Context: an optimization exercise on an open-source flow, tuned for small area, a short achievable clock period and few clock cycles per item. The choices shown serve that exercise and are no tape-out recipe.
Function was checked by simulation only, so behaviour that the tests miss may differ from the original.

==> flow/design.v (outline; a module is shown in full before it is edited, if it fits) <==
// module MCH: 1187 lines
module MCH (
    input               clk,
    input               reset,
    input       [ 7:0]  X,
    input       [ 7:0]  Y,
    output              Done,
    output      [16:0]  area
);
  // ...
==> flow/flow/run.sh <==
#!/bin/bash
# Layout flow: the standard flow (standard synthesis, floorplan, placement,
# CTS, routing) unchanged, except that ORFS's timing repair (after CTS and after
# global routing) is asked to leave 9.3 ns of setup slack instead of 0, so that it
# also speeds up paths that already meet the 13 ns clock. The clock, the I/O
# constraints and everything else are the design's.
set -uo pipefail
cp standard.sh standard_sh.copy.log
export SETUP_SLACK_MARGIN=9.3
bash standard.sh > standard.log 2>&1
==> flow/standard.sh <==
#!/bin/bash
# synth_recipe.tcl (not shown) runs the flow's synth.tcl, then flattens the netlist and writes it again
# the make line also repeats each setting of config.mk as NAME=value (left out here)
make -C /OpenROAD-flow-scripts/flow DESIGN_CONFIG=/design/flow/config.mk WORK_HOME=/design/flow/orfs CLKGATE_MAP_FILE= SYNTH_SCRIPT=/design/flow/synth_recipe.tcl "${@:-finish}"
==> flow/config.mk <==
export PLATFORM = sky130hd
export DESIGN_NAME = MCH
export DESIGN_NICKNAME = MCH
export VERILOG_FILES = /design/flow/design.v
export SDC_FILE = /design/flow/constraint.sdc
export NUM_CORES = 8
export LEC_CHECK = 0
export ABC_AREA = 1
export CAP_MARGIN = 20
export CORE_MARGIN = 2
export CORE_UTILIZATION = 35
export CTS_CLUSTER_DIAMETER = 100
export CTS_CLUSTER_SIZE = 20
export PLACE_DENSITY = 0.55
export SLEW_MARGIN = 20
export TNS_END_PERCENT = 50
==> flow/constraint.sdc <==
create_clock -name core_clock -period 13.0 [get_ports {clk}]
set_input_delay 2.6000 -clock core_clock [delete_from_list [all_inputs] [get_ports {clk}]]
set_output_delay 2.6000 -clock core_clock [all_outputs]
set_load 0.01 [all_outputs]
==> metrics.yaml, run 1 <==
run_status:
  status: "complete, no violations"
synthesis:
  yosys.cell_types.count: 63
  synth_top_family_by_area: "simple AND/OR/NAND/NOR gates"
  ys_ff_latch: 976
  async_reset_ff_share_pct: 1.64
  yosys.area_share.simple_pct: 23.8
routing:
  top_layer: "met5"
  drt_iter0_markers: 6287
  ant_nets: 0
  wl_met2_mm: 125
  met1_length_mm: 108
worst_setup_path:
  reg2reg_to: "acc[15]"
  path_buf_inv: 1
  max_stage_delay_ns: 0.41
  worst_ep_arrival_time_ns: 1.27
  regToRegStartpoint: "acc[2]"
clock_tree:
  postCtsSetupRepairBufs: 77
  clkTransAtPathRegs_ns: 0.09
  ctsResizeCount: 381
place:
  portBuffers: 35
sta:
  hold_slack_ns: 0.357
  relSlewSlack_pct: 20.2
  max_freq_mhz: 258
global_route:
  grt_pass1_vias: 56300
  grtUsageMet3_pct: 3.02
  grt_usage_pct: 27.4
floorplan:
  die_area_mm2: 0.189
  num_io_pins: 36
  die_w_um: 434
finish:
  top_regs: "ex x160, ey x160"
Testbench counts, summed over its fixed seeds: cycles 15,977, hulls 384.
==> inputs of run 2 (changes only) <==
--- a/flow/config.mk
+++ b/flow/config.mk
@@ -13,4 +13,4 @@
 export CTS_CLUSTER_SIZE = 20
+export GPL_TIMING_DRIVEN = 0
 export PLACE_DENSITY = 0.55
 export SLEW_MARGIN = 20
-export TNS_END_PERCENT = 50
==> metrics.yaml, run 2 <==
global_route:
  grt_usage_pct: 29.4  # +2.0 points
  grt.overflow.total: 0
  grt_pass1_vias: 59200  # +5.0%
  grt_first_pass_wirelength_mm: 401
  antenna_found_initial: 3
  grt_max_degree: 27
synthesis:
  synth_area_per_cell_um2: 7.67
  syn-num-nets: 8867
  ys_ff_latch: 976  # unchanged
  synthFlopType: "edfxtp_1"
  synth_most_common_cell: "nand2_1"
  async_reset_ff_share_pct: 1.64  # unchanged
  synth_edf_count: 652
  synthTopCellsByArea: "edfxtp_1 (30%), nand2_1 (11%), dfxtp_1 (9.5%)"
  yosysWarnings: 9
  syn_inst: 8454
  yosys.cell_types.count: 63  # unchanged
  synth.yosys.seq_area_share_pct: 40.3
  synth_common_cells: "nand2_1 (1,939), inv_1 (1,221), nor2_1 (917), o21ai_0 (849), edfxtp_1 (652)"
  synth_top_area_share_pct: 30.2
  synthesis.area_mm2: 0.0648
  synth_area_leader_cell: "edfxtp_1"
clock_tree:
  cts_tree: "done"
  root_buffer: "clkbuf_16"
  postCtsHoldBufs: 0
  numCtsBuffers: 58
  worstSkewPairLatency_ns: 0.79
  cts-htree-levels: 2
  cts_sinks: 976
  cts_buffer_depth: 3
  clkTransAtPathRegs_ns: 0.09  # about the same
routing:
  drt_iter0_markers: 7091  # +13%
  drtPass1Iterations: 8
  post_drt_wl_per_cell_um: 25.2
  ant_nets: 0  # unchanged
  via_per_inst: 5.48
  vias: 61900
  drc: 0
  wirelength_mm: 284
sta:
  max_freq_mhz: 254  # -1.8%
  post-route-period-util_pct: 30.3
  tightest_slew_ns: 1.13
  final-max-slew-violation-count: 0
  setup_viol: 0
  hold_viol: 0
  hold_slack_ns: 0.348  # -0.00940 ns
  finClkSkew_ns: 0.0912
  rsz0062_at_grt: "true"
  fin_crit_ns: 3.94
  relSlewSlack_pct: 24.8  # +4.6 points
  tns_ns: 0
floorplan:
  rows: 157
  die_h_um: 434
  die_area_mm2: 0.189  # unchanged
  die_w_um: 434  # unchanged
  core_area_mm2: 0.184
  initial_core_util_pct: 35.3
  num_io_pins: 36  # unchanged
worst_setup_path:
  cp_data_required_time_ns: 10.40
  critPathCaptureType: "output pin"
  r2r_cells: 23
  worst_ep_arrival_time_ns: 1.34  # +0.07 ns
  worstSetupStartpointType: "flop"
  crit_fanout: 3
  path_class: "flop to output pin"
run:
  drv_cap: 0
hold_path:
  min_path_cells: 0
  hold_path.class: "flop to flop"
finish:
  final_cell_mix: "nand2_1 (1,882), inv_1 (1,169), nor2_1 (842), o21ai_0 (773), edfxtp_1 (652)"
  area_growth_pct: 16.4
  final_common_cell: "nand2_1"
  top_regs: "ex x160, ey x160"
  drive_gt1_share_pct: 12.8
  nets: 9199
place:
  portBuffers: 35  # unchanged
  place.gp.congestion: 1.03
  dp_hpwl_mm: 227
run_status:
  status: "complete, no violations"
## run 2: cell counts after synthesis
No cell type changed its count.
## run 2: final timing paths
path | end | startpoint | slack, ns
hold reg to reg | s2force | d1force | 0.35
hold / removal | s2force | d1force | 0.35
max in group asynchronous | scnt[2] | reset | 10.22
min in group asynchronous | done_r | reset | 2.29
setup reg to reg | dH[8] | q1r[16] | 9.13
setup / recovery | area[1] | acc[1] | 9.06
## run 2: metal layers
layer  global-route usage (%)  vias to the layer above  share of wire [%]
met1                     34.6                    29900                 37
met5                        0                        -                  0
met4                     19.8                        0                8.1
li1                         -                    28300                  -
met3                     4.61                      726                7.7
met2                     49.5                     2975                 47
## run 2: area by class of cell
| cell class | instances | area [um2] |
|---|---|---|
| fill | 18900 | 108000 |
| antenna | 5 | 12.5 |
| tap | 2464 | 3080 |
| sequential | 976 | 26200 |
| buffer | 447 | 2730 |
| clock inverter | 11 | 111 |
| clock buffer | 96 | 1710 |
| timing repair buffer | 271 | 2550 |
| multi-input combinational | 5781 | 34300 |
| inverter | 1251 | 4770 |
## run 2: kinds of logic (layout without fill, tap and decap cells)
logic type	count (synthesis)	after routing	share of synthesized area, %
other cells	0	5	0
flops	976	976	40.3
mux	9	9	0.139
fa+ha+maj	395	395	10.2
simple gates	3724	3725	23.8
xor+xnor	161	161	2.17
buf+inv	1698	2076	10.3
compound gates	1491	1491	13.1
## run 2: critical path, stage by stage, from the launching register on
cell and delay, ns:
dfxtp_4 0.39, buf_6 0.12, buf_6 0.11
## run 2: what timing repair did
action	4_1_cts	5_1_grt
pin swaps	113	171
resized for setup	680	338
buffers inserted	141	67
gates cloned	2	0
endpoints found under the hold margin	0	0
endpoints found under the setup margin	951	555
## run 2: stage by stage
step | cells | utilization (%) | cell area, um2 | setup WS [ns]
2_1_floorplan | 8454 | - | 64900 | 9.27
3_3_place_gp | 11000 | 37.2 | 68300 | 5.59
3_5_place_dp | 11000 | 37.5 | 68800 | 7.38
4_1_cts | 11200 | 40.2 | 73800 | 9.01
5_1_grt | 11300 | 41.1 | 75500 | 8.94
6_report | 11300 | 41.1 | 75500 | 9.06
==> inputs of run 3 (changes only) <==
--- a/flow/config.mk
+++ b/flow/config.mk
@@ -13,3 +13,3 @@
 export CTS_CLUSTER_SIZE = 20
-export GPL_TIMING_DRIVEN = 0
+export GPL_ROUTABILITY_DRIVEN = 0
 export PLACE_DENSITY = 0.55
==> metrics.yaml, run 3 <==
finish:
  fill_cells: 18800  # -0.50%
  final_cell_mix: "nand2_1 (1,905), inv_1 (1,174), nor2_1 (882), o21ai_0 (780), edfxtp_1 (652)"
  multi_input_area_mm2: 0.0335  # -2.3%
  area_growth_pct: 12.1
  final_common_cell: "nand2_1"
  seqCellArea_mm2: 0.0263  # +0.12%
  top_regs: "ex x160, ey x160"
  drive_gt1_share_pct: 9.51  # -3.3 points
  nets: 8814  # -4.2%
floorplan:
  initial_core_util_pct: 35.3  # unchanged
  core_area_mm2: 0.184  # unchanged
  num_io_pins: 36  # unchanged
  die_h_um: 434  # unchanged
  rows: 157  # unchanged
  die_w_um: 434  # unchanged
  die_area_mm2: 0.189  # unchanged
global_route:
  grt_usage_pct: 25.8  # -3.6 points
  grt_max_degree: 96  # +260%
  grt.overflow.total: 0  # unchanged
  grt_pass1_vias: 56900  # -3.9%
  antenna_found_initial: 2  # -1
  grt_first_pass_wirelength_mm: 365  # -8.9%
worst_setup_path:
  critPathTopFamily: "flip-flops"
  crit_fanout: 3  # unchanged
  r2r_cells: 18  # -22%
  cp_cell_sequence: "buf_6"
  worstSetupStartpointType: "flop"
  regToRegStartpoint: "acc[3]"
  r2r_slack_ns: 9.23  # +0.10 ns
  reg2reg_to: "acc[12]"
  cp_data_required_time_ns: 10.40  # about the same
  worst_ep_arrival_time_ns: 1.30  # -0.04 ns
  critPathCaptureType: "output pin"
  path_class: "flop to output pin"
  max_stage_delay_ns: 0.40  # about the same
  path_buf_inv: 1  # -1
  slowest_stage: "dfxtp_4"
clock_tree:
  numCtsBuffers: 60  # +3.4%
  worstSkewPairLatency_ns: 0.76  # -0.03 ns
  cts-htree-levels: 2  # unchanged
  root_buffer: "clkbuf_16"
  postCtsHoldBufs: 0  # unchanged
  clkTransAtPathRegs_ns: 0.09  # about the same
  cts_tree: "done"
  cts_buffer_depth: 3  # unchanged
  cts_sinks: 976  # unchanged
sta:
  relSlewSlack_pct: 20.3  # -4.5 points
  max_freq_mhz: 256  # +1.1%
  fin_crit_ns: 3.90  # -0.0418 ns
  tns_ns: 0  # unchanged
  setup_viol: 0  # unchanged
  tightest_slew_ns: 1.19  # +0.0682 ns
  finClkSkew_ns: 0.0811  # -0.0101 ns
  hold_viol: 0  # unchanged
  final-max-slew-violation-count: 0  # unchanged
  post-route-period-util_pct: 30.0  # -0.32 points
  rsz0062_at_grt: "true"
synthesis:
  synthesis.area_mm2: 0.0648  # unchanged
  async_reset_ff_share_pct: 1.64  # unchanged
  synth_area_leader_cell: "edfxtp_1"
  synth_top_area_share_pct: 30.2  # unchanged
  synth_most_common_cell: "nand2_1"
  syn_inst: 8454  # unchanged
  synth_edf_count: 652  # unchanged
  synthFlopType: "edfxtp_1"
  ys_ff_latch: 976  # unchanged
  synth_common_cells: "nand2_1 (1,939), inv_1 (1,221), nor2_1 (917), o21ai_0 (849), edfxtp_1 (652)"
  syn-num-nets: 8867  # unchanged
  synth_area_per_cell_um2: 7.67  # unchanged
  yosys.cell_types.count: 63  # unchanged
  synth.yosys.seq_area_share_pct: 40.3  # unchanged
  yosysWarnings: 9  # unchanged
  synthTopCellsByArea: "edfxtp_1 (30%), nand2_1 (11%), dfxtp_1 (9.5%)"
hold_path:
  min_path_cells: 0  # unchanged
  hold_path.class: "flop to flop"
  min_to: "s2force"
  min_from: "d1force"
routing:
  drc: 0  # unchanged
  post_drt_wl_per_cell_um: 23.0  # -8.6%
  vias: 59900  # -3.3%
  wirelength_mm: 251  # -12%
  drtPass1Iterations: 7  # -1
  via_per_inst: 5.49  # +0.21%
  ant_nets: 0  # unchanged
  drt_iter0_markers: 7017  # -1.0%
run_status:
  status: "complete, no violations"
run:
  drv_cap: 0  # unchanged
place:
  portBuffers: 35  # unchanged
  dp_hpwl_mm: 185  # -18%
run 3: cell counts after synthesis:
No cell type changed its count.
run 3: repair_timing:
item	CTS	global route
setup endpoints to repair	587	363
cloned	3	3
pin swaps	66	157
setup buffers	90	80
resized for setup	360	274
endpoints found under the hold margin	0	0
run 3: cell families (layout without fill, tap and decap cells):
group,count (synthesis),count (layout),share of synthesized area (%)
other,0,1,0
and+or+nand+nor,3724,3725,23.8
xor gates and xnor gates,161,161,2.17
DFF,976,976,40.3
muxes,9,9,0.139
AOI/OAI and AO/OA,1491,1491,13.1
adders and majority gates,395,395,10.2
buffers and inverters,1698,1689,10.3
run 3: metrics by stage:
| step | cell area (um2) | worst slack [ns] | instances | utilization [%] | hold slack (ns) |
|---|---|---|---|---|---|
| 2_1_floorplan | 64900 | 9.27 | 8454 | - | 0.310 |
| 3_3_place_gp | 67200 | 7.18 | 10600 | 36.6 | 0.315 |
| 3_5_place_dp | 67300 | 7.03 | 10600 | 36.6 | 0.316 |
| 4_1_cts | 71000 | 9.07 | 10800 | 38.7 | 0.336 |
| 5_1_grt | 72700 | 9.08 | 10900 | 39.6 | 0.341 |
| 6_report | 72700 | 9.10 | 10900 | 39.6 | 0.338 |
run 3: cell type report:
class	count	area share, %
timing repair buffer	330	4.36
multi-input combinational	5781	46.0
sequential	976	36.1
clock buffer	87	2.23
antenna	1	0.00344
timing repair inverter	1	0.0155
tap	2464	4.24
inverter	1251	6.60
clock inverter	20	0.401
run 3: worst max-delay path by stage:
stage / endpoint / slack [ns] / depth (start not counted) / from
after CTS: area[3] / 9.07 / 1 / acc[3]
after detailed placement: hy1[2] / 7.03 / 12 / ph
after global routing: acc[9] / 9.08 / 16 / acc[3]
after floorplan: ex[6][0] / 9.27 / 8 / state[0]
final: area[2] / 9.10 / 1 / acc[2]
after global placement: qok0 / 7.18 / 13 / ph
run 3: per-layer routing:
layer	vias to the layer above	wire, um	track usage (%)	share of wire [%]
li1	27500	-	-	-
met1	28700	95800	31.9	38
met2	3014	115000	42.7	46
met3	710	23900	5.12	9.5
met4	0	15900	13.5	6.3
met5	-	0	0	0
run 3: worst reg2reg max path, stage by stage, from the launching register on:
cell	delay, ns
dfxtp_4	0.38
buf_12	0.13
fa_1	0.55
inv_2	0.05
fa_1	0.48
fa_1	0.56
inv_2	0.04
ha_4	0.29
nand3_2	0.07
nand2_2	0.10
a21boi_4	0.08
o21ai_4	0.21
a31oi_4	0.13
o21ai_2	0.19
a21oi_1	0.11
o21ai_2	0.10
nand3_1	0.09
nand2_1	0.10
inv_1	0.04
==> inputs of run 4 (changes only) <==
--- a/flow/config.mk
+++ b/flow/config.mk
@@ -13,4 +13,4 @@
 export CTS_CLUSTER_SIZE = 20
-export GPL_ROUTABILITY_DRIVEN = 0
 export PLACE_DENSITY = 0.55
+export PLACE_DENSITY_LB_ADDON = 0.05
 export SLEW_MARGIN = 20
==> metrics.yaml, run 4 <==
run_status:
  status: "complete, no violations"
routing:
  drt_iter0_markers: 5275  # -25%
  drtPass1Iterations: 6  # -1
  ant_nets: 0  # unchanged
  post_drt_wl_per_cell_um: 24.5  # +6.6%
  vias: 58100  # -3.1%
  via_per_inst: 5.33  # -2.9%
  drc: 0  # unchanged
  wirelength_mm: 267  # +6.5%
worst_setup_path:
  slowest_stage: "dfxtp_4"
  critPathCaptureType: "output pin"
  crit_fanout: 4  # +1
  path_class: "flop to output pin"
  worst_ep_arrival_time_ns: 1.26  # -0.04 ns
  cp_cell_sequence: "buf_6"
  path_buf_inv: 1  # unchanged
  worstSetupStartpointType: "flop"
  max_stage_delay_ns: 0.41  # about the same
  critPathTopFamily: "flip-flops"
  cp_data_required_time_ns: 10.40  # about the same
finish:
  area_growth_pct: 12.1  # about the same
  drive_gt1_share_pct: 9.65  # +0.15 points
  final_cell_mix: "nand2_1 (1,902), inv_1 (1,171), nor2_1 (868), o21ai_0 (790), edfxtp_1 (652)"
  nets: 8795  # -0.22%
  final_common_cell: "nand2_1"
  top_regs: "ex x160, ey x160"
  fill_cells: 19000  # +1.3%
global_route:
  grt_first_pass_wirelength_mm: 386  # +5.5%
  grt_max_degree: 80  # -17%
  antenna_found_initial: 0  # -2
  grt.overflow.total: 0  # unchanged
  grt_usage_pct: 27.9  # +2.1 points
  grt_pass1_vias: 56300  # -1.0%
synthesis:
  synth_common_cells: "nand2_1 (1,939), inv_1 (1,221), nor2_1 (917), o21ai_0 (849), edfxtp_1 (652)"
  synthFlopType: "edfxtp_1"
  async_reset_ff_share_pct: 1.64  # unchanged
  syn_inst: 8454  # unchanged
  yosysWarnings: 9  # unchanged
  synth_top_area_share_pct: 30.2  # unchanged
  synthesis.area_mm2: 0.0648  # unchanged
  ys_ff_latch: 976  # unchanged
  synth_area_leader_cell: "edfxtp_1"
  synthTopCellsByArea: "edfxtp_1 (30%), nand2_1 (11%), dfxtp_1 (9.5%)"
  yosys.cell_types.count: 63  # unchanged
  synth_edf_count: 652  # unchanged
  synth.yosys.seq_area_share_pct: 40.3  # unchanged
  synth_area_per_cell_um2: 7.67  # unchanged
  synth_most_common_cell: "nand2_1"
  syn-num-nets: 8867  # unchanged
floorplan:
  die_h_um: 434  # unchanged
  core_area_mm2: 0.184  # unchanged
  die_area_mm2: 0.189  # unchanged
  die_w_um: 434  # unchanged
  rows: 157  # unchanged
  initial_core_util_pct: 35.3  # unchanged
  num_io_pins: 36  # unchanged
clock_tree:
  cts_buffer_depth: 3  # unchanged
  numCtsBuffers: 61  # +1.7%
  cts_sinks: 976  # unchanged
  clkTransAtPathRegs_ns: 0.08  # about the same
  cts-htree-levels: 2  # unchanged
  worstSkewPairLatency_ns: 0.78  # +0.02 ns
  root_buffer: "clkbuf_16"
  cts_tree: "done"
  postCtsHoldBufs: 0  # unchanged
sta:
  post-route-period-util_pct: 29.7  # -0.30 points
  relSlewSlack_pct: 25.7  # +5.4 points
  tightest_slew_ns: 1.10  # -0.0927 ns
  max_freq_mhz: 259  # +1.0%
  hold_slack_ns: 0.334  # -0.00328 ns
  hold_viol: 0  # unchanged
  fin_crit_ns: 3.86  # -0.0387 ns
  setup_viol: 0  # unchanged
  tns_ns: 0  # unchanged
  rsz0062_at_grt: "true"
  worst_slack_ns: 9.14  # +0.0387 ns
  finClkSkew_ns: 0.0485  # -0.0326 ns
  final-max-slew-violation-count: 0  # unchanged
place:
  place.gp.congestion: 0.936
  pre_cts_ws_ns: 7.13  # +0.102 ns
  portBuffers: 35  # unchanged
  dp_hpwl_mm: 200  # +8.1%
hold_path:
  hold_path.class: "flop to flop"
run:
  drv_cap: 0  # unchanged
## run 4: logic make-up (layout without fill, tap and decap cells)
| group | count (synthesis) | after routing | share of synthesized area (%) |
|---|---|---|---|
| AO/OA/AOI/OAI | 1491 | 1491 | 13.1 |
| XOR/XNOR | 161 | 161 | 2.17 |
| adder cells (fa/ha/maj) | 395 | 395 | 10.2 |
| buffers and inverters | 1698 | 1673 | 10.3 |
| flip-flops | 976 | 976 | 40.3 |
| multiplexers | 9 | 9 | 0.139 |
| other | 0 | 2 | 0 |
| AND/OR/NAND/NOR | 3724 | 3726 | 23.8 |
## run 4: routing by layer
metal	part of all wire, %	global-route usage [%]	wire [um]	vias to the layer above
met4	5.7	13.8	15300	0
li1	-	-	-	27500
met2	48	48.3	129000	1838
met5	0	0	0	-
met3	4.9	2.57	13100	418
met1	41	34.8	110000	28300
## run 4: worst paths after layout
check	startpoint	end	slack, ns	cells past startpoint
setup / recovery	acc[4]	area[4]	9.14	1
hold / removal	d1force	s2force	0.33	0
setup reg to reg	dA[5]	q1r[9]	9.25	12
hold reg to reg	d1force	s2force	0.33	0
max in group asynchronous	reset	ph	10.16	2
min in group asynchronous	reset	icnt[3]	2.30	2
## run 4: cell type report
cell class / instances / area (um2) / area share [%]
Clock buffer: 90 / 1700 / 2.34
Inverter: 1251 / 4810 / 6.61
Timing Repair Buffer: 310 / 3150 / 4.33
Sequential cell: 976 / 26300 / 36.2
Antenna cell: 2 / 5.00 / 0.00688
Tap cell: 2464 / 3080 / 4.24
Clock inverter: 22 / 188 / 0.258
Multi-Input combinational cell: 5782 / 33500 / 46.1
## run 4: repair_timing
action | CTS | global route
resized for setup | 441 | 235
pin swaps | 86 | 99
endpoints found under the setup margin | 643 | 438
setup buffers | 110 | 49
endpoints found under the hold margin | 0 | 0
gates cloned | 4 | 4
## run 4: metrics by stage
| stage | cells | cell area [um2] | util, % |
|---|---|---|---|
| final | 10900 | 72700 | 39.6 |
| after global routing | 10900 | 72700 | 39.6 |
| after CTS | 10800 | 71300 | 38.8 |
| after detailed placement | 10600 | 67200 | 36.6 |
| after global placement | 10600 | 67200 | 36.6 |
| after floorplan | 8454 | 64900 | - |
==> inputs of run 5 (changes only) <==
--- a/flow/config.mk
+++ b/flow/config.mk
@@ -10,7 +10,6 @@
 export CORE_MARGIN = 2
-export CORE_UTILIZATION = 35
+export CORE_UTILIZATION = 45
 export CTS_CLUSTER_DIAMETER = 100
 export CTS_CLUSTER_SIZE = 20
-export PLACE_DENSITY = 0.55
-export PLACE_DENSITY_LB_ADDON = 0.05
+export PLACE_DENSITY = 0.65
 export SLEW_MARGIN = 20
==> metrics.yaml, run 5 <==
synthesis:
  synth_top_area_share_pct: 30.2  # unchanged
  synth.yosys.seq_area_share_pct: 40.3  # unchanged
  syn_inst: 8454  # unchanged
  synthesis.area_mm2: 0.0648  # unchanged
  async_reset_ff_share_pct: 1.64  # unchanged
  synth_common_cells: "nand2_1 (1,939), inv_1 (1,221), nor2_1 (917), o21ai_0 (849), edfxtp_1 (652)"
  synth_area_per_cell_um2: 7.67  # unchanged
  synth_most_common_cell: "nand2_1"
  synthFlopType: "edfxtp_1"
  synthTopCellsByArea: "edfxtp_1 (30%), nand2_1 (11%), dfxtp_1 (9.5%)"
  synth_edf_count: 652  # unchanged
  yosys.cell_types.count: 63  # unchanged
  ys_ff_latch: 976  # unchanged
  syn-num-nets: 8867  # unchanged
  synth_area_leader_cell: "edfxtp_1"
  yosysWarnings: 9  # unchanged
floorplan:
  die_h_um: 384  # -12%
  die_area_mm2: 0.147  # -22%
  num_io_pins: 36  # unchanged
  initial_core_util_pct: 45.2  # +9.9 points
  die_w_um: 384  # -12%
  rows: 139  # -11%
  core_area_mm2: 0.143  # -22%
place:
  placed_area_mm2: 0.0666  # -0.94%
  portBuffers: 35  # unchanged
  place.gp.congestion: 1.07  # +14%
  dp_hpwl_mm: 186  # -6.9%
routing:
  drc: 0  # unchanged
  wirelength_mm: 258  # -3.5%
  ant_nets: 0  # unchanged
  drt_iter0_markers: 7786  # +48%
  vias: 60800  # +4.7%
  drtPass1Iterations: 9  # +3
  via_per_inst: 5.86  # +10%
  post_drt_wl_per_cell_um: 24.8  # +1.4%
finish:
  nets: 8841  # +0.52%
  final_cell_mix: "nand2_1 (1,884), inv_1 (1,174), nor2_1 (873), o21ai_0 (777), edfxtp_1 (652)"
  fill_cells: 13600  # -29%
  top_regs: "ex x160, ey x160"
  seqCellArea_mm2: 0.0263  # about the same
  drive_gt1_share_pct: 10.4  # +0.79 points
  final_common_cell: "nand2_1"
  multi_input_area_mm2: 0.0339  # +1.1%
  area_growth_pct: 11.9
  design_area_mm2: 0.0726  # -0.19%
global_route:
  grt_usage_pct: 33.8  # +5.9 points
  grt_pass1_vias: 57200  # +1.6%
  grt_max_degree: 82  # +2.5%
  grt_first_pass_wirelength_mm: 372  # -3.6%
  antenna_found_initial: 8  # +8
  grt.overflow.total: 0  # unchanged
worst_setup_path:
  max_stage_delay_ns: 0.39  # -0.02 ns
  critPathTopFamily: "flip-flops"
  worst_ep_arrival_time_ns: 1.23  # -0.03 ns
  path_class: "flop to output pin"
  critPathCaptureType: "output pin"
  crit_fanout: 3  # -1
  cp_cell_sequence: "buf_6"
  worstSetupStartpointType: "flop"
  slowest_stage: "dfxtp_4"
  cp_data_required_time_ns: 10.40  # about the same
  path_buf_inv: 1  # unchanged
run:
  drv_cap: 0  # unchanged
sta:
  final-max-slew-violation-count: 0  # unchanged
  hold_slack_ns: 0.359  # +0.0248 ns
  rsz0062_at_grt: "true"
  tightest_slew_ns: 1.21  # +0.111 ns
  max_freq_mhz: 261  # +0.83%
  tns_ns: 0  # unchanged
  relSlewSlack_pct: 18.4  # -7.3 points
  hold_viol: 0  # unchanged
  finClkSkew_ns: 0.0588  # +0.0103 ns
  setup_viol: 0  # unchanged
  post-route-period-util_pct: 29.5  # -0.25 points
  fin_crit_ns: 3.83  # -0.0320 ns
clock_tree:
  clkTransAtPathRegs_ns: 0.09  # about the same
  cts_buffer_depth: 3  # unchanged
  cts_tree: "done"
  cts-htree-levels: 2  # unchanged
  root_buffer: "clkbuf_16"
  numCtsBuffers: 57  # -6.6%
  postCtsHoldBufs: 0  # unchanged
  worstSkewPairLatency_ns: 0.76  # -0.02 ns
  cts_sinks: 976  # unchanged
hold_path:
  hold_path.class: "flop to flop"
run_status:
  status: "complete, no violations"
run 5: final cells by class:
| type | instances | area share [%] |
|---|---|---|
| flip-flops and latches | 976 | 36.2 |
| clock buffers | 94 | 2.22 |
| inverters | 1251 | 6.66 |
| well taps | 1903 | 3.28 |
| diodes | 4 | 0.0138 |
| clock inverters | 10 | 0.150 |
| repair buffers | 359 | 4.81 |
| multi-input cells | 5783 | 46.6 |
run 5: repair_timing:
action / in CTS / in global routing
setup endpoints to repair: 664 / 467
pin swaps: 87 / 144
setup buffers: 94 / 102
gates resized for setup: 451 / 324
gates cloned: 4 / 7
run 5: final timing paths:
check,from,depth (start not counted),endpoint,slack (ns)
max,acc[15],1,area[15],9.17
min,rn0,0,rn1,0.36
max reg2reg,dA[4],12,q1r[10],9.17
min reg2reg,rn0,0,rn1,0.36
max in group asynchronous,reset,2,ph,10.25
min in group asynchronous,reset,2,scnt[0],2.28
run 5: cell families after synthesis:
kind of cell / count (synthesis) / synth area share (%)
DFF: 976 / 40.3
buffers and inverters: 1698 / 10.3
adders and majority gates: 395 / 10.2
xor gates and xnor gates: 161 / 2.17
and+or+nand+nor: 3724 / 23.8
muxes: 9 / 0.139
AOI/OAI and AO/OA: 1491 / 13.1
run 5: worst reg2reg max path, stage by stage, from the launching register on:
cell	delay, ns
dfxtp_4	0.40
nand2_2	0.09
inv_2	0.04
fa_1	0.54
inv_2	0.04
fa_1	0.54
inv_2	0.05
fa_2	0.33
inv_2	0.06
fa_1	0.46
fa_2	0.56
inv_2	0.04
fa_2	0.60
run 5: layer usage:
layer / track usage [%] / routed length [um]
met3: 5.69 / 25700
met2: 53.2 / 114000
met4: 21.8 / 19800
met1: 43.2 / 97700
met5: 0 / 135
run 5: through the flow:
stage,utilization [%],cells,setup slack (ns)
6_report,50.6,10400,9.17
5_1_grt,50.6,10400,9.12
4_1_cts,49.1,10300,9.11
3_5_place_dp,46.5,10100,7.61
3_3_place_gp,46.5,10100,7.62
2_1_floorplan,-,8454,9.27
==> inputs of run 6 (changes only) <==
--- a/flow/config.mk
+++ b/flow/config.mk
@@ -8,8 +8,8 @@
 export ABC_AREA = 1
-export CAP_MARGIN = 20
+export CAP_MARGIN = 10
 export CORE_MARGIN = 2
-export CORE_UTILIZATION = 45
+export CORE_UTILIZATION = 35
 export CTS_CLUSTER_DIAMETER = 100
 export CTS_CLUSTER_SIZE = 20
-export PLACE_DENSITY = 0.65
-export SLEW_MARGIN = 20
+export PLACE_DENSITY = 0.55
+export SLEW_MARGIN = 10
==> metrics.yaml, run 6 <==
run_status:
  status: "complete, no violations"
synthesis:
  synth_top_area_share_pct: 30.2  # unchanged
  synth_area_leader_cell: "edfxtp_1"
  async_reset_ff_share_pct: 1.64  # unchanged
  yosysWarnings: 9  # unchanged
  synth.yosys.seq_area_share_pct: 40.3  # unchanged
  synth_edf_count: 652  # unchanged
  syn_inst: 8454  # unchanged
  yosys.cell_types.count: 63  # unchanged
  synth_common_cells: "nand2_1 (1,939), inv_1 (1,221), nor2_1 (917), o21ai_0 (849), edfxtp_1 (652)"
  synthFlopType: "edfxtp_1"
  ys_ff_latch: 976  # unchanged
  synth_most_common_cell: "nand2_1"
  synthTopCellsByArea: "edfxtp_1 (30%), nand2_1 (11%), dfxtp_1 (9.5%)"
  synth_area_per_cell_um2: 7.67  # unchanged
  syn-num-nets: 8867  # unchanged
  synthesis.area_mm2: 0.0648  # unchanged
hold_path:
  hold_path.class: "flop to flop"
place:
  portBuffers: 35  # unchanged
  place.gp.congestion: 0.969  # -9.3%
  placed_area_mm2: 0.0672  # +0.94%
  dp_hpwl_mm: 189  # +1.6%
clock_tree:
  clkTransAtPathRegs_ns: 0.09  # about the same
  numCtsBuffers: 60  # +5.3%
  cts_buffer_depth: 3  # unchanged
  postCtsHoldBufs: 0  # unchanged
  cts-htree-levels: 2  # unchanged
  worstSkewPairLatency_ns: 0.75  # about the same
  cts_tree: "done"
  cts_sinks: 976  # unchanged
  root_buffer: "clkbuf_16"
floorplan:
  initial_core_util_pct: 35.3  # -9.9 points
  die_w_um: 434  # +13%
  core_area_mm2: 0.184  # +28%
  die_h_um: 434  # +13%
  rows: 157  # +13%
  die_area_mm2: 0.189  # +28%
  num_io_pins: 36  # unchanged
routing:
  drt_iter0_markers: 5988  # -23%
  ant_nets: 0  # unchanged
  vias: 59000  # -3.0%
  wirelength_mm: 254  # -1.3%
  via_per_inst: 5.41  # -7.7%
  drtPass1Iterations: 6  # -3
  drc: 0  # unchanged
  post_drt_wl_per_cell_um: 23.3  # -6.1%
finish:
  design_area_mm2: 0.0727  # +0.11%
  final_cell_mix: "nand2_1 (1,906), inv_1 (1,168), nor2_1 (878), o21ai_0 (790), edfxtp_1 (652)"
  final_util_pct: 39.6  # -11 points
  drive_gt1_share_pct: 9.64  # -0.80 points
  area_growth_pct: 12.1
  nets: 8808  # -0.37%
  top_regs: "ex x160, ey x160"
  final_common_cell: "nand2_1"
  antenna-diode-count: 0  # -4
worst_setup_path:
  worstSetupStartpointType: "flop"
  path_buf_inv: 1  # unchanged
  max_stage_delay_ns: 0.40  # about the same
  crit_fanout: 3  # unchanged
  critPathTopFamily: "flip-flops"
  cp_cell_sequence: "buf_6"
  cp_data_required_time_ns: 10.40  # about the same
  path_class: "flop to output pin"
  critPathCaptureType: "output pin"
  slowest_stage: "dfxtp_4"
  worst_ep_arrival_time_ns: 1.24  # about the same
sta:
  final-max-slew-violation-count: 0  # unchanged
  rsz0062_at_grt: "true"
  finClkSkew_ns: 0.0586  # -0.000259 ns
  max_freq_mhz: 261  # -0.10%
  hold_viol: 0  # unchanged
  tns_ns: 0  # unchanged
  setup_viol: 0  # unchanged
  tightest_slew_ns: 1.20  # -0.0149 ns
  fin_crit_ns: 3.84  # +0.00394 ns
  post-route-period-util_pct: 29.5  # +0.030 points
  relSlewSlack_pct: 20.0  # +1.6 points
global_route:
  antenna_found_initial: 3  # -5
  grt_pass1_vias: 56000  # -2.2%
  grt_max_degree: 94  # +15%
  grt.overflow.total: 0  # unchanged
  grt_first_pass_wirelength_mm: 369  # -0.68%
  grt_usage_pct: 26.3  # -7.5 points
run:
  drv_cap: 0  # unchanged
[run 6: what timing repair did]
item | 4_1_cts | 5_1_grt
buffers inserted | 92 | 77
gates cloned | 4 | 2
resized for setup | 412 | 262
setup endpoints to repair | 885 | 424
pin swaps | 73 | 149
[run 6: final timing paths]
check	from	end	slack (ns)	depth (start not counted)
worst min register to register	d1force	s2force	0.35	0
min in group asynchronous	reset	done_r	2.32	2
max in group asynchronous	reset	ph	10.14	2
worst max register to register	acc[2]	acc[9]	9.23	17
worst max-delay path	acc[2]	area[2]	9.16	1
worst min-delay path	d1force	s2force	0.35	0
[run 6: cells by family after synthesis]
group / Yosys count / share of synthesized area [%]
XOR/XNOR: 161 / 2.17
AO/OA/AOI/OAI: 1491 / 13.1
multiplexers: 9 / 0.139
AND/OR/NAND/NOR: 3724 / 23.8
buffers and inverters: 1698 / 10.3
adder cells (fa/ha/maj): 395 / 10.2
flip-flops: 976 / 40.3
[run 6: stage by stage]
step	worst slack, ns	hold slack, ns	instances
3_3_place_gp	7.29	0.314	10600
6_report	9.16	0.354	10900
3_5_place_dp	7.18	0.313	10600
2_1_floorplan	9.27	0.310	8454
4_1_cts	9.10	0.352	10800
5_1_grt	9.09	0.369	10900
[run 6: per-layer routing]
| metal | up-vias | wire length [um] | share of wire [%] | GRT usage [%] |
|---|---|---|---|---|
| met4 | 2 | 14300 | 5.6 | 12.7 |
| met3 | 476 | 17600 | 6.9 | 2.68 |
| met1 | 28600 | 103000 | 40 | 33.7 |
| met5 | - | 11 | 0.0043 | 0 |
| li1 | 27500 | - | - | - |
| met2 | 2455 | 120000 | 47 | 44.4 |
[run 6: area by class of cell]
class	instances	area, um2
repair inverters	1	5.00
fillers	18700	111000
multi-input cells	5782	33500
well taps	2464	3080
inverters	1251	4830
repair buffers	323	3110
flip-flops and latches	976	26300
clock buffers	95	1660
clock inverters	14	175
==> inputs of run 7 (changes only) <==
==> flow/run.sh (new file) <==
#!/bin/bash
# synth_recipe.tcl (not shown) runs the flow's synth.tcl, then flattens the netlist and writes it again
# the make line also repeats each setting of config.mk as NAME=value (left out here)
make -C /OpenROAD-flow-scripts/flow DESIGN_CONFIG=/design/flow/config.mk WORK_HOME=/design/flow/orfs CLKGATE_MAP_FILE= SYNTH_SCRIPT=/design/flow/synth_recipe.tcl finish
--- a/flow/config.mk
+++ b/flow/config.mk
@@ -7,4 +7,3 @@
 export LEC_CHECK = 0
-export ABC_AREA = 1
-export CAP_MARGIN = 10
+export CAP_MARGIN = 20
 export CORE_MARGIN = 2
@@ -14,2 +13,2 @@
 export PLACE_DENSITY = 0.55
-export SLEW_MARGIN = 10
+export SLEW_MARGIN = 20
removed: flow/flow/run.sh
removed: flow/standard.sh
==> metrics.yaml, run 7 <==
floorplan:
  num_io_pins: 36  # unchanged
  core_area_mm2: 0.179  # -2.5%
  die_area_mm2: 0.184  # -2.5%
  die_w_um: 429  # -1.3%
  rows: 155  # -1.3%
  initial_core_util_pct: 35.3  # about the same
  die_h_um: 429  # -1.3%
sta:
  post-route-period-util_pct: 42.7  # +13 points
  hold_viol: 0  # unchanged
  setup_viol: 0  # unchanged
  max_freq_mhz: 180  # -31%
  tightest_slew_ns: 1.16  # -0.0400 ns
  fin_crit_ns: 5.55  # +1.71 ns
  rsz0062_at_grt: "false"
  finClkSkew_ns: 0.0686  # +0.0101 ns
  final-max-slew-violation-count: 0  # unchanged
  worst_slack_ns: 7.45  # -1.71 ns
  tns_ns: 0  # unchanged
  relSlewSlack_pct: 21.5  # +1.6 points
clock_tree:
  clkTransAtPathRegs_ns: 0.09  # about the same
  cts-htree-levels: 2  # unchanged
  cts_sinks: 976  # unchanged
  postCtsSetupRepairBufs: 0  # -100%
  root_buffer: "clkbuf_16"
  postCtsHoldBufs: 0  # unchanged
  ctsResizeCount: 0  # -100%
  numCtsBuffers: 58  # -3.3%
  cts_buffer_depth: 3  # unchanged
  worstSkewPairLatency_ns: 0.75  # about the same
  cts_tree: "done"
worst_setup_path:
  critPathTopFamily: "compound AO/OA/AOI/OAI gates"
  slowest_stage: "nand3_4"
  critPathCaptureType: "flop"
  r2r_slack_ns: 7.45  # -1.78 ns
  path_buf_inv: 1  # unchanged
  max_stage_delay_ns: 0.56  # +0.16 ns
  crit_fanout: 47  # +44
  cp_cell_sequence: "ha_1 -> nand4_1 -> a2111oi_0 -> nor4_1 -> o21ai_0 -> nand3_4 -> buf_4 -> o211ai_1 -> o21ai_0 -> mux2_2 -> ha_1 -> nor2b_1 -> o21ai_0 -> nand2b_1 -> a21o_1 -> a21o_1 -> a21o_1 -> a21oi_1 -> xnor2_1"
  cp_data_required_time_ns: 13.64  # +3.24 ns
  worst_ep_arrival_time_ns: 6.19  # +4.95 ns
  worstSetupStartpointType: "flop"
  path_class: "flop to flop"
finish:
  top_regs: "ex x160, ey x160"
  final_cells: 8806  # -19%
  nets: 6815  # -23%
  area_growth_pct: 6.88
  final_cell_mix: "nand2_1 (854), edfxtp_1 (652), inv_1 (604), o21ai_0 (418), a21oi_1 (292)"
  final_common_cell: "nand2_1"
  drive_gt1_share_pct: 6.56  # -3.1 points
synthesis:
  synthesis.area_mm2: 0.0632  # -2.5%
  yosysWarnings: 9  # unchanged
  synth.yosys.seq_area_share_pct: 41.4  # +1.0 points
  synth_area_per_cell_um2: 9.59  # +25%
  synthFlopType: "edfxtp_1"
  synth_top_area_share_pct: 31.0  # +0.78 points
  async_reset_ff_share_pct: 1.64  # unchanged
  synth_edf_count: 652  # unchanged
  synth_area_leader_cell: "edfxtp_1"
  yosys.cell_types.count: 97  # +54%
  synth_most_common_cell: "nand2_1"
  ys_ff_latch: 976  # unchanged
  synth_common_cells: "nand2_1 (854), edfxtp_1 (652), inv_1 (605), o21ai_0 (418), dfxtp_1 (308)"
  syn-num-nets: 7003  # -21%
  synthTopCellsByArea: "edfxtp_1 (31%), dfxtp_1 (9.8%), fa_1 (6.9%)"
  syn_inst: 6590  # -22%
routing:
  drt_iter0_markers: 5327  # -11%
  drc: 0  # unchanged
  ant_nets: 0  # unchanged
  post_drt_wl_per_cell_um: 26.0  # +11%
  vias: 49900  # -15%
  wirelength_mm: 229  # -10%
  drtPass1Iterations: 6  # unchanged
  via_per_inst: 5.67  # +4.8%
global_route:
  grt_usage_pct: 24.3  # -2.0 points
  antenna_found_initial: 5  # +2
  grt_pass1_vias: 48700  # -13%
  grt_max_degree: 119  # +27%
  grt.overflow.total: 0  # unchanged
  grt_first_pass_wirelength_mm: 334  # -9.4%
place:
  dp_hpwl_mm: 173  # -8.4%
  portBuffers: 35  # unchanged
  place_inst: 8697  # -18%
  pre_cts_ws_ns: 7.47  # +0.289 ns
  place.gp.congestion: 1.02  # +4.8%
run_status:
  status: "complete, no violations"
hold_path:
  hold_path.class: "flop to flop"
run:
  drv_cap: 0  # unchanged
==> run 7: cell types whose count changed after synthesis, moves of 172 or more <==
| cell | delta |
|---|---|
| nand2_1 | -1085 |
| nor2_1 | -632 |
| inv_1 | -616 |
| o21ai_0 | -431 |
| nand3_1 | -371 |
| and2_1 | +178 |
| nor2b_1 | +172 |
==> run 7: metal layers <==
metal	up-vias	wire length, um	global-route usage (%)
li1	22700	-	-
met1	24700	93900	31.3
met2	2039	105000	39.8
met3	453	15900	3.22
met4	8	13700	12.7
met5	-	61	0
==> run 7: final timing paths <==
check,start,endpoint,cells past startpoint
min in group asynchronous,reset,icnt[4],2
max reg2reg,q0r[8],dB[7],19
min reg2reg,d1force,s2force,0
max,q0r[8],dB[7],19
max in group asynchronous,reset,ph,2
min,d1force,s2force,0
==> run 7: through the flow <==
stage | hold WS [ns] | instance area [um2] | util (%)
2_1_floorplan | 0.310 | 63200 | -
3_3_place_gp | 0.318 | 65800 | 36.7
3_5_place_dp | 0.327 | 65800 | 36.8
4_1_cts | 0.348 | 67500 | 37.7
5_1_grt | 0.356 | 67600 | 37.7
6_report | 0.342 | 67600 | 37.7
==> run 7: layout make-up <==
cell class              instances  area [um2]
inverters                     609        2290
diodes                          1        2.50
well taps                    2355        2950
clock buffers                  97        1630
repair buffers                146        1200
clock inverters                11         125
flip-flops and latches        976       26200
fillers                     17800      111000
multi-input cells            4611       33200
==> run 7: cell families (layout without fill, tap and decap cells) <==
kind of cell	count (synthesis)	in the layout	share of synthesized area, %
AOI/OAI and AO/OA	1430	1430	14.8
xor gates and xnor gates	331	331	4.59
adders and majority gates	487	487	11.9
buffers and inverters	1003	863	6.35
DFF	976	976	41.4
muxes	238	238	4.61
other	0	1	0
and+or+nand+nor	2125	2125	16.4
==> inputs of run 8 (changes only) <==
--- a/flow/config.mk
+++ b/flow/config.mk
@@ -9,6 +9,6 @@
 export CORE_MARGIN = 2
-export CORE_UTILIZATION = 35
+export CORE_UTILIZATION = 25
 export CTS_CLUSTER_DIAMETER = 100
 export CTS_CLUSTER_SIZE = 20
-export PLACE_DENSITY = 0.55
+export PLACE_DENSITY = 0.45
 export SLEW_MARGIN = 20
==> metrics.yaml, run 8 <==
run_status:
  status: "complete, no violations"
synthesis:
  async_reset_ff_share_pct: 1.64  # unchanged
  synthFlopType: "edfxtp_1"
  synth_fa_ha_area_share_pct: 11.9  # unchanged
  synthMuxAreaShare_pct: 4.61  # unchanged
  synth.yosys.seq_area_share_pct: 41.4  # unchanged
  synthTopCellsByArea: "edfxtp_1 (31%), dfxtp_1 (9.8%), fa_1 (6.9%)"
  synth_edf_count: 652  # unchanged
  synth_area_leader_cell: "edfxtp_1"
  syn-num-nets: 7003  # unchanged
  yosys.area_share.simple_pct: 16.4  # unchanged
  synth_common_cells: "nand2_1 (854), edfxtp_1 (652), inv_1 (605), o21ai_0 (418), dfxtp_1 (308)"
  synth_most_common_cell: "nand2_1"
  synthesis.area_mm2: 0.0632  # unchanged
  synth_top_family_by_area: "simple AND/OR/NAND/NOR gates"
  ys_ff_latch: 976  # unchanged
  synth_top_area_share_pct: 31.0  # unchanged
  yosys.area_share.xor_xnor_pct: 4.59  # unchanged
  yosysWarnings: 9  # unchanged
  synth_compound_area_share_pct: 14.8  # unchanged
  syn_inst: 6590  # unchanged
  yosys.cell_types.count: 97  # unchanged
  synth_area_per_cell_um2: 9.59  # unchanged
finish:
  area_growth_pct: 8.95
  final_cell_mix: "nand2_1 (854), edfxtp_1 (652), inv_1 (604), o21ai_0 (418), a21oi_1 (292)"
  final_common_cell: "nand2_1"
  final_util_pct: 27.4  # -10 points
  top_regs: "ex x160, ey x160"
  drive_gt1_share_pct: 6.73  # +0.17 points
  design_area_mm2: 0.0689  # +1.9%
  nets: 6817  # +0.029%
  final_cells: 9802  # +11%
worst_setup_path:
  path_class: "flop to flop"
  worstSetupStartpointType: "flop"
  regToRegStartpoint: "q0r[8]"
  r2r_slack_ns: 7.42  # -0.03 ns
  critPathCaptureType: "flop"
  startpoint: "q0r[8]"
  crit_fanout: 61  # +30%
  cp_data_required_time_ns: 13.63  # about the same
  r2r_cells: 20  # +1
  crit_path_end: "dD[7]"
  worst_ep_arrival_time_ns: 6.20  # about the same
  reg2reg_to: "dD[7]"
floorplan:
  die_area_mm2: 0.257  # +40%
  die_w_um: 507  # +18%
  num_io_pins: 36  # unchanged
  rows: 184  # +19%
  initial_core_util_pct: 25.1  # -10 points
  core_area_mm2: 0.251  # +40%
  die_h_um: 507  # +18%
run:
  drv_cap: 0  # unchanged
place:
  pre_cts_ws_ns: 7.31  # -0.157 ns
  portBuffers: 35  # unchanged
  place.gp.congestion: 0.935  # -7.9%
  placed_area_mm2: 0.0670  # +1.9%
  place_inst: 9691  # +11%
  dp_hpwl_mm: 179  # +3.5%
sta:
  post-route-period-util_pct: 42.9  # +0.21 points
  finClkSkew_ns: 0.0978  # +0.0291 ns
  worst_slack_ns: 7.42  # -0.0275 ns
  relSlewSlack_pct: 19.0  # -2.6 points
  setup_viol: 0  # unchanged
  max_freq_mhz: 179  # -0.49%
  hold_viol: 0  # unchanged
  rsz0062_at_grt: "false"
  hold_slack_ns: 0.341  # -0.000890 ns
  fin_crit_ns: 5.58  # +0.0275 ns
  tns_ns: 0  # unchanged
  tightest_slew_ns: 1.20  # +0.0441 ns
  final-max-slew-violation-count: 0  # unchanged
clock_tree:
  ctsResizeCount: 0  # unchanged
  cts_tree: "done"
  root_buffer: "clkbuf_16"
  postCtsHoldBufs: 0  # unchanged
  postCtsSetupRepairBufs: 0  # unchanged
  numCtsBuffers: 59  # +1.7%
  cts_buffer_depth: 3  # unchanged
  cts_sinks: 976  # unchanged
  cts-htree-levels: 2  # unchanged
  clkTransAtPathRegs_ns: 0.09  # about the same
  worstSkewPairLatency_ns: 0.79  # +0.04 ns
routing:
  drtPass1Iterations: 6  # unchanged
  via_per_inst: 5.02  # -11%
  drc: 0  # unchanged
  vias: 49200  # -1.4%
  post_drt_wl_per_cell_um: 24.2  # -6.8%
  ant_nets: 0  # unchanged
  wirelength_mm: 237  # +3.8%
  drt_iter0_markers: 4807  # -9.8%
hold_path:
  hold_path.class: "flop to flop"
global_route:
  grt_first_pass_wirelength_mm: 344  # +2.9%
  grt_pass1_vias: 48700  # -0.13%
  grt.overflow.total: 0  # unchanged
  grt_max_degree: 116  # -2.5%
  grt_usage_pct: 18.0  # -6.3 points
  antenna_found_initial: 5  # unchanged
-- run 8: changes by cell type in the layout (fill, tap and decap cells not counted), sizes merged --
cell and change:
clkinvlp -1, inv +2, clkbuf -2, clkinv +3
buf +1
-- run 8: worst min-delay path by stage --
stage                     slack (ns)     from  depth (start not counted)  endpoint
final                           0.34  d1force                          0   s2force
after global routing            0.35  d1force                          0   s2force
after CTS                       0.34  d1force                          0   s2force
after detailed placement        0.32  d1force                          0   s2force
after global placement          0.32  d1force                          0   s2force
after floorplan                 0.31  d1force                          0   s2force
-- run 8: cell type report --
class / instances / area [um2]
Antenna cell: 1 / 2.50
Clock buffer: 95 / 1630
Clock inverter: 15 / 179
Fill cell: 26600 / 183000
Inverter: 609 / 2290
Multi-Input combinational cell: 4611 / 33200
Sequential cell: 976 / 26200
Tap cell: 3348 / 4190
Timing Repair Buffer: 147 / 1200
-- run 8: cells by family (layout without fill, tap and decap cells) --
group,count (synthesis),count (layout)
AND/OR/NAND/NOR,2125,2125
AO/OA/AOI/OAI,1430,1430
buffers and inverters,1003,866
flip-flops,976,976
adder cells (fa/ha/maj),487,487
XOR/XNOR,331,331
multiplexers,238,238
other,0,1
-- run 8: worst max-delay path, cell delays in order, from the launching register on --
cell and delay, ns:
dfxtp_1 0.31, ha_1 0.35, nand4_1 0.13, a2111oi_0 0.55, nor4_1 0.15, o21ai_0 0.60, nand3_4 0.46, buf_4 0.49
nor2_1 0.18, a31oi_1 0.10, o21ai_0 0.43, ha_1 0.30, nor2b_1 0.12, o21ai_0 0.21, a21boi_0 0.15, o21ai_0 0.18
nand2b_1 0.11, a21o_1 0.18, a21oi_1 0.18, xnor2_1 0.15, xnor2_1 0.14
-- run 8: metal layers --
| layer | vias to the layer above | part of all wire (%) | wire, um | track usage (%) |
|---|---|---|---|---|
| li1 | 22700 | - | - | - |
| met1 | 24400 | 43 | 102000 | 23.5 |
| met2 | 1706 | 46 | 108000 | 29.2 |
| met3 | 375 | 6.2 | 14600 | 2.59 |
| met4 | 0 | 5.5 | 13100 | 8.59 |
| met5 | - | 0 | 0 | 0 |

port drivers added, routing unchanged:
No port has a modelled driver above. Below, the same layouts with a new extraction and two added sets of constraints. Step 1: set_driving_cell puts a clkbuf_16 on clk and a buf_2 on each other input, an assumption about the parent block. Step 2 times the ports against the registers' clock, not the clock port: input delays grow and output delays shrink by t, the midpoint of the rising clock arrivals with the driver on. a / b / c = ideal / step 1 / step 2; a / b = the first two.
run	shift t [ns]	setup slack, ns	hold WS [ns]	latest minus earliest clock arrival (ns)	worst register clock-pin slew, ns
run 1	0.829	9.125 / 9.037 / 9.249	0.357 / 0.357 / 0.357	0.085 / 0.084	0.11 / 0.11
run 2	0.835	9.055 / 8.965 / 9.128	0.348 / 0.348 / 0.348	0.093 / 0.093	0.11 / 0.11
run 3	0.809	9.097 / 9.011 / 9.230	0.338 / 0.338 / 0.338	0.081 / 0.082	0.11 / 0.11
run 4	0.846	9.136 / 9.047 / 9.246	0.334 / 0.334 / 0.334	0.056 / 0.056	0.11 / 0.11
run 5	0.815	9.168 / 9.085 / 9.174	0.359 / 0.359 / 0.359	0.059 / 0.059	0.10 / 0.10
run 6	0.811	9.164 / 9.071 / 9.225	0.354 / 0.354 / 0.354	0.059 / 0.060	0.11 / 0.11
run 7	0.799	7.449 / 7.449 / 7.449	0.342 / 0.342 / 0.342	0.068 / 0.068	0.11 / 0.11
run 8	0.818	7.422 / 7.422 / 7.422	0.341 / 0.341 / 0.341	0.107 / 0.106	0.11 / 0.11
After both steps setup and hold are still met in every run listed.
